This is an optimization exercise on Yosys and OpenROAD, whose aim is small area, a short achievable clock period and few clock cycles, not a production implementation. Only simulation tests tie the RTL to the original design; equivalence was not proved. No driver is modelled on the clock port, so clock power and skew are understated where the tree is cut down; a real chip needs a root buffer or a tree.

Setup of build 23:
==> flow/design.v <==
`timescale 1ns/10ps
module ELA(clk, rst, ready, in_data, data_rd, req, wen, addr, data_wr, done);
	input				clk;
	input				rst;
	input				ready;
	input		[7:0]	in_data;
	input		[7:0]	data_rd;
	output reg			req;
	output reg			wen;
	output reg	[12:0]	addr;
	output reg	[7:0]	data_wr;
	output reg			done;
localparam IDLE = 2'd0, STR = 2'd1, ODD = 2'd2, FIN = 2'd3;
localparam [11:0] LAST_GROUP = 12'd3970;	 
reg [1:0]  mode;
reg [11:0] n;		 
reg [1:0]  s;		 
wire str_row_end = (n[6:0] == 7'd127);
wire odd_end     = (n == LAST_GROUP) && (s == 2'd1);
always @(posedge clk or posedge rst) begin
	if(rst) begin
		mode <= IDLE;
		n <= 12'd0;
		s <= 2'd0;
		req <= 1'b0;
		wen <= 1'b0;
		done <= 1'b0;
	end
	else begin
		req <= 1'b0;
		wen <= 1'b0;
		done <= 1'b0;
		case(mode)
			IDLE: if(ready) begin
				mode <= STR;
				req <= 1'b1;
			end
			STR: begin
				wen <= 1'b1;
				n <= n + 12'd1;
				if(str_row_end && n[11:7] != 5'd31)
					req <= 1'b1;
				if(n == 12'd4095)
					mode <= ODD;
			end
			ODD: begin
				wen <= (s == 2'd1) && (n >= 12'd3);
				if(odd_end)
					mode <= FIN;
				if(s == 2'd2) begin
					s <= 2'd0;
					n <= n + 12'd1;
				end
				else
					s <= s + 2'd1;
			end
			default: done <= 1'b1;
		endcase
	end
end
wire [11:0] w = n - 12'd3;
wire [4:0]  lrow = n[11:7] + 5'd1;
always @(posedge clk) begin
	if(mode == STR || s == 2'd0)
		addr <= {n[11:7], 1'b0, n[6:0]};
	else if(s == 2'd1)
		addr <= {w[11:7], 1'b1, w[6:0]};
	else
		addr <= {lrow, 1'b0, n[6:0]};
end
reg       pu, pw, pl;	 
reg       ed1;		 
always @(posedge clk) begin
	pu <= (mode == ODD) && (s == 2'd0);
	pw <= (mode == ODD) && (s == 2'd1);
	pl <= (mode == ODD) && (s == 2'd2);
	ed1  <= (n[6:0] == 7'd2) || (n[6:0] == 7'd3);
end
function [7:0] avg;
	input [7:0] a, b;
	reg [8:0] t;
	begin
		t = {1'b0, a} + {1'b0, b};
		avg = t[8:1];
	end
endfunction
reg [7:0] T;			 
reg [7:0] A, B, C;		 
reg [7:0] X, Y, Z;		 
always @(posedge clk) begin
	if(pu)
		T <= data_rd;
	if(pl) begin
		A <= T; B <= A; C <= B;
		Y <= data_rd;
	end
	else begin
		A <= B; B <= C; C <= A;
		X <= Y; Y <= Z; Z <= X;
	end
end
wire [8:0] sd = {1'b0, A} - {1'b0, X};
wire [7:0] ad = sd[8] ? (8'd0 - sd[7:0]) : sd[7:0];
reg [7:0] Dp, Mp;		 
reg [7:0] Dmin, M;		 
reg       xlty, xeqy;	 
always @(posedge clk) begin
	Dp <= ad;
	Mp <= avg(A, X);
	xlty <= sd[8];
	xeqy <= (sd == 9'd0);
end
always @(posedge clk) begin
	if(pw || (pl && (Dp <= Dmin))) begin
		Dmin <= Dp;
		M <= Mp;
	end
end
wire vert = ed1 || (Dp <= Dmin);
wire [7:0] x = B, y = X;
wire yltx = !xlty && !xeqy;
reg [7:0] med;
always @(*) begin
	if((x >= M) == xlty)
		med = x;
	else if((y >= M) == yltx)
		med = y;
	else
		med = M;
end
wire [7:0] blue = vert ? Mp : med;
always @(posedge clk) begin
	if(mode == STR)
		data_wr <= in_data;
	else
		data_wr <= blue;
end
endmodule
==> flow/config.mk <==
export PLATFORM = sky130hd
export DESIGN_NAME = ELA
export DESIGN_NICKNAME = ELA
export VERILOG_FILES = /design/flow/design.v
export SDC_FILE = /design/flow/constraint.sdc
export NUM_CORES = 4
export LEC_CHECK = 0
export CAP_MARGIN = 20
export CORE_MARGIN = 2
export CORE_UTILIZATION = 40
export SLEW_MARGIN = 20
==> flow/constraint.sdc <==
create_clock -name core_clock -period 8.5 [get_ports {clk}]
set_input_delay 1.7000 -clock core_clock [delete_from_list [all_inputs] [get_ports {clk}]]
set_output_delay 1.7000 -clock core_clock [all_outputs]
set_load 0.01 [all_outputs]
standard.sh (not shown) runs the stock make flow with config.mk's settings and CLKGATE_MAP_FILE= SYNTH_SCRIPT=/design/flow/synth_recipe.tcl, a recipe that flattens the netlist after the stock synthesis.
==> flow/flow/run.sh <==
#!/bin/bash
# Layout flow: the standard flow (standard synthesis unchanged), with
# small port buffers, a small clock tree and timing repair aimed below the
# clock period. Each step's output goes to a log file of its own in this
# folder; ORFS keeps its own logs under orfs/logs.
set -euo pipefail
bash standard.sh synth > synth.log 2>&1
bash standard.sh \
  BUFFER_PORTS_ARGS="-buffer_cell sky130_fd_sc_hd__buf_2" \
  CTS_ARGS="-sink_clustering_enable -repair_clock_nets -buf_list sky130_fd_sc_hd__clkbuf_8 -dont_use_dummy_load" \
  SETUP_SLACK_MARGIN=6.1 \
  finish > layout.log 2>&1
Build 23 finished every stage and its layout cleared the timing, design-rule and antenna checks.
Testbench counts of build 23, summed over its fixed seeds: cycles 256,176.
Edits applied to the flow inputs when going from build 23 to build 72:
==> flow/run.sh (new file) <==
#!/bin/bash
# synth_recipe.tcl (not shown) runs the flow's synth.tcl, then flattens the netlist and writes it again
# the make line also repeats each setting of config.mk as NAME=value (left out here)
make -C /OpenROAD-flow-scripts/flow DESIGN_CONFIG=/design/flow/config.mk WORK_HOME=/design/flow/orfs CLKGATE_MAP_FILE= SYNTH_SCRIPT=/design/flow/synth_recipe.tcl finish
removed: flow/flow/run.sh
removed: flow/standard.sh
[summary]
In the final reports, the cell area of build 72 is larger than that of build 23.
Build 72: all stages complete, timing, DRC and antenna checks passed
What build 43 does differently from build 72 at the input level:
==> flow/flow/run.sh (new file) <==
#!/bin/bash
# Layout flow: the standard flow (standard synthesis unchanged), with
# small port buffers and a small clock tree. Each step's output goes to a
# log file of its own in this folder; ORFS keeps its own logs under orfs/logs.
set -euo pipefail
bash standard.sh synth > synth.log 2>&1
bash standard.sh \
  BUFFER_PORTS_ARGS="-buffer_cell sky130_fd_sc_hd__buf_2" \
  CTS_ARGS="-sink_clustering_enable -repair_clock_nets -buf_list sky130_fd_sc_hd__clkbuf_8 -dont_use_dummy_load" \
  finish > layout.log 2>&1
==> flow/standard.sh (new file) <==
#!/bin/bash
# synth_recipe.tcl (not shown) runs the flow's synth.tcl, then flattens the netlist and writes it again
# the make line also repeats each setting of config.mk as NAME=value (left out here)
make -C /OpenROAD-flow-scripts/flow DESIGN_CONFIG=/design/flow/config.mk WORK_HOME=/design/flow/orfs CLKGATE_MAP_FILE= SYNTH_SCRIPT=/design/flow/synth_recipe.tcl "${@:-finish}"
removed: flow/run.sh
--- outcome ---
- Of the two values seen for critical-path cell with the highest stage delay, xor2_2 was produced by build 43 and clkdlybuf4s50_1 by build 72.
- Between build 43 and build 72, the final hold slack does not differ in any meaningful way.
- Number of buffers other than clock buffers in the final layout (build 43 over build 72): decrease, 1
- Build 72 ended up with data_wr[3] as its critical path endpoint; build 43 ended up with data_wr[7]$_DFF_P_.
- Build 43 vs. build 72: worst setup timing slack at the placement stage went up by 0.29 ns.
- Per the comparison of build 43 with build 72, worst setup margin climbed 0.24 ns, design area dropped 7.3%, highest fanout seen on the critical path climbed 7.

---

ELA, a different RTL version from the one above (not shown whole).
Size in the first run: about 120 flip-flops, roughly 43 I/O pins.
// ELA
module ELA(clk, rst, ready, in_data, data_rd, req, wen, addr, data_wr, done);
==> flow/config.mk <==
export PLATFORM = sky130hd
export DESIGN_NAME = ELA
export DESIGN_NICKNAME = ELA
export VERILOG_FILES = /design/flow/design.v
export SDC_FILE = /design/flow/constraint.sdc
export NUM_CORES = 4
export LEC_CHECK = 0
export ABC_AREA = 1
export CAP_MARGIN = 20
export CORE_MARGIN = 2
export CORE_UTILIZATION = 40
export SLEW_MARGIN = 20
export TNS_END_PERCENT = 20
==> flow/constraint.sdc <==
create_clock -name core_clock -period 8.5 [get_ports {clk}]
set_input_delay 1.7000 -clock core_clock [delete_from_list [all_inputs] [get_ports {clk}]]
set_output_delay 1.7000 -clock core_clock [all_outputs]
set_load 0.01 [all_outputs]
==> flow/flow/run.sh <==
#!/bin/bash
# Layout flow: the standard flow with the standard synthesis unchanged,
# small port buffers, a one-level clock tree (flow/post_cts.tcl) and timing
# repair aimed below the clock period. Each step's output goes to a log file
# of its own in this folder; ORFS keeps its own logs under orfs/logs.
set -euo pipefail
here=$(pwd)
bash standard.sh synth > synth.log 2>&1
bash standard.sh \
  BUFFER_PORTS_ARGS="-buffer_cell sky130_fd_sc_hd__buf_2" \
  CTS_ARGS="-sink_clustering_enable -repair_clock_nets -buf_list sky130_fd_sc_hd__clkbuf_16 -dont_use_dummy_load" \
  POST_CTS_TCL="$here/flow/post_cts.tcl" \
  SETUP_SLACK_MARGIN=6.0 SKIP_CTS_REPAIR_TIMING=1 \
  finish > layout.log 2>&1
==> flow/flow/clocktree.tcl <==
# Replace the clock tree with one level of buffers driven by the clock port:
# the clock's register pins are split into NBUF groups by position, each
# driven by its own buffer placed at the group's centre.
proc my_flat_clock_tree { nbuf bufname } {
  set db [ord::get_db]
  set block [ord::get_db_block]
  set master [$db findMaster $bufname]
  set clkport [$block findBTerm clk]
  set clknet [$clkport getNet]
  # clock sinks: every register clock pin reached from the port through buffers
  set sinks {}
  set bufs {}
  set todo [list $clknet]
  while {[llength $todo]} {
    set net [lindex $todo 0]
    set todo [lrange $todo 1 end]
    foreach it [$net getITerms] {
      if {[$it isOutputSignal]} { continue }
      set inst [$it getInst]
      set mname [[$inst getMaster] getName]
      if {[string match "*clkbuf*" $mname] || [string match "*clkinv*" $mname] || [string match "sky130_fd_sc_hd__buf_*" $mname]} {
        lappend bufs $inst
        foreach o [$inst getITerms] {
          if {[$o isOutputSignal] && [$o getNet] ne "NULL"} { lappend todo [$o getNet] }
        }
      } else {
        lappend sinks $it
      }
    }
  }
  puts "flat clock tree: [llength $sinks] sinks, removing [llength $bufs] buffers"
  foreach it $sinks { $it disconnect }
  set oldnets {}
  foreach inst $bufs {
    foreach o [$inst getITerms] {
      if {[$o isOutputSignal] && [$o getNet] ne "NULL"} { lappend oldnets [$o getNet] }
    }
    odb::dbInst_destroy $inst
  }
  # nets of the old tree are left without pins: remove them
  foreach n $oldnets {
    if {[llength [$n getITerms]] == 0 && [llength [$n getBTerms]] == 0} { odb::dbNet_destroy $n }
  }
  set pts {}
  foreach it $sinks {
    set b [[$it getInst] getBBox]
    lappend pts [list $it [expr {([$b xMin]+[$b xMax])/2}] [expr {([$b yMin]+[$b yMax])/2}]]
  }
  # split sinks into nbuf groups of equal size by recursive bisection,
  # alternating x and y, larger spread first
  set groups [list $pts]
  while {[llength $groups] < $nbuf} {
    set g [lindex $groups 0]
    set groups [lrange $groups 1 end]
    set xs [lsort -real [lmap p $g {lindex $p 1}]]
    set ys [lsort -real [lmap p $g {lindex $p 2}]]
    set ax [expr {[lindex $xs end] - [lindex $xs 0] >= [lindex $ys end] - [lindex $ys 0] ? 1 : 2}]
    set g [lsort -real -index $ax $g]
    set h [expr {[llength $g] / 2}]
    lappend groups [lrange $g 0 [expr {$h - 1}]] [lrange $g $h end]
  }
  set cs {}
  set asg {}
  set k 0
  foreach g $groups {
    set sx 0.0; set sy 0.0
    foreach p $g { set sx [expr {$sx + [lindex $p 1]}]; set sy [expr {$sy + [lindex $p 2]}] }
    set sc($k) [llength $g]
    lappend cs [list [expr {$sx / $sc($k)}] [expr {$sy / $sc($k)}]]
    incr k
  }
  set pts {}
  set k 0
  foreach g $groups { foreach p $g { lappend pts $p; lappend asg $k }; incr k }
  for {set k 0} {$k < $nbuf} {incr k} {
    set inst [odb::dbInst_create $block $master "clkbuf_flat_$k"]
    set net [odb::dbNet_create $block "clknet_flat_$k"]
    $net setSigType CLOCK
    foreach it [$inst getITerms] {
      set mt [[$it getMTerm] getName]
      if {$mt eq "A"} { $it connect $clknet }
      if {$mt eq "X"} { $it connect $net; set out($k) $net }
    }
    set c [lindex $cs $k]
    $inst setLocation [expr {int([lindex $c 0])}] [expr {int([lindex $c 1])}]
    $inst setPlacementStatus PLACED
    puts "buffer $k: $sc($k) sinks at $c"
  }
  foreach p $pts k $asg { [lindex $p 0] connect $out($k) }
}
Other scripts of this flow, unchanged in this note and not shown: flow/flow/post_cts.tcl
The first run completed with no timing, DRC or antenna violations.
Testbench counts at the start, summed over its fixed seeds: cycles 256,192.
==> next run, changes <==
--- a/flow/flow/run.sh
+++ b/flow/flow/run.sh
@@ -12,3 +12,3 @@
   POST_CTS_TCL="$here/flow/post_cts.tcl" \
-  SETUP_SLACK_MARGIN=6.0 SKIP_CTS_REPAIR_TIMING=1 \
+  SETUP_SLACK_MARGIN=0 SKIP_CTS_REPAIR_TIMING=1 \
   finish > layout.log 2>&1
TNS_END_PERCENT = default   (was 20)
Effect:
- The new run finished clean
- sequential cell count does not change
- wire length shrinks by 1.3%
- worst hold slack is about the same
- sequential share of layout area grows by 0.56 points
- synthesized cell count does not change
==> next run, changes <==
--- a/flow/flow/run.sh
+++ b/flow/flow/run.sh
@@ -12,3 +12,3 @@
   POST_CTS_TCL="$here/flow/post_cts.tcl" \
-  SETUP_SLACK_MARGIN=0 SKIP_CTS_REPAIR_TIMING=1 \
+  SETUP_SLACK_MARGIN=6.0 SKIP_CTS_REPAIR_TIMING=1 \
   finish > layout.log 2>&1
What happened:
- The new run finished clean
- cell area went up by about 1.6%
- via count went up by 0.62%
- setup slack improves by 0.10 ns
- sequential cell count is unchanged
- core utilization went up by 0.69 points
- cell count went up by 0.88%
- worst hold slack is about the same
- first-iteration DRC count went up by 23%
==> next run, changes <==
TNS_END_PERCENT = 0   (was default)
What happened: Worst hold slack barely changes; cell count decreases by 0.44%; global-route usage does not change; area after synthesis is unchanged; routed wire length decreases by 1.0%; setup slack hardly moves.
==> next run, changes <==
--- a/flow/flow/clocktree.tcl
+++ b/flow/flow/clocktree.tcl
@@ -32,12 +32,11 @@
   foreach it $sinks { $it disconnect }
-  set oldnets {}
   foreach inst $bufs {
     foreach o [$inst getITerms] {
-      if {[$o isOutputSignal] && [$o getNet] ne "NULL"} { lappend oldnets [$o getNet] }
+      if {[$o isOutputSignal] && [$o getNet] ne "NULL"} {
+        set n [$o getNet]
+        $o disconnect
+        if {[llength [$n getITerms]] == 0} { odb::dbNet_destroy $n }
+      }
     }
     odb::dbInst_destroy $inst
-  }
-  # nets of the old tree are left without pins: remove them
-  foreach n $oldnets {
-    if {[llength [$n getITerms]] == 0 && [llength [$n getBTerms]] == 0} { odb::dbNet_destroy $n }
   }
ABC_AREA = default   (was 1)
TNS_END_PERCENT = default   (was 0)
Wire length goes down by a few percent.
Area after synthesis goes down by a few percent.
First-iteration DRC count goes down by a little under a tenth.
Critical path depth does not change.
Sequential cell count stays the same.
Via count goes down by roughly a tenth.
Design area is about the same.
Maximum frequency goes down slightly.
Clock skew goes down by 0.0044 ns.
In every run of this note, the design's own scripts or RTL, not TritonCTS, make the clock network.

[what the ideal ports hide]
The results above use ideal ports. As a check the final layouts listed here were re-extracted and re-timed, cells and wires unchanged. Step 1, drivers: a clkbuf_16 drives clk and a buf_2 each remaining input, both assumed. Step 2 times the ports against the registers' clock, not the clock port: input delays grow and output delays shrink by t, the midpoint of the rising clock arrivals with the driver on. Slacks: ideal / step 1 / step 2; pairs: ideal / step 1.
run	shift t [ns]	slack for setup (ns)	worst setup path after step 2	slew at the worst register clock pin (ns)
build 23	0.469	5.841 / 5.805 / 5.965	input to register	0.08 / 0.08
build 72	0.457	5.504 / 5.463 / 5.524	input to register	0.06 / 0.06
build 43	0.460	5.747 / 5.747 / 5.747	register to register	0.08 / 0.08
the first run of note 2	0.255	6.109 / 6.023 / 6.161	register to register	0.12 / 0.12
the second run of note 2	0.255	6.007 / 6.007 / 6.007	register to register	0.12 / 0.12
the third run of note 2	0.255	6.109 / 6.023 / 6.161	register to register	0.12 / 0.12
the fourth run of note 2	0.255	6.111 / 6.025 / 6.114	register to register	0.12 / 0.12
the fifth run of note 2	0.252	6.100 / 6.014 / 6.097	input to register	0.11 / 0.11
After both steps setup and hold are still met in every run listed. For the fifth run of note 2, which loses most, drivers alone change the setup slack by -0.086 ns; drivers and shift together by -0.003 ns.
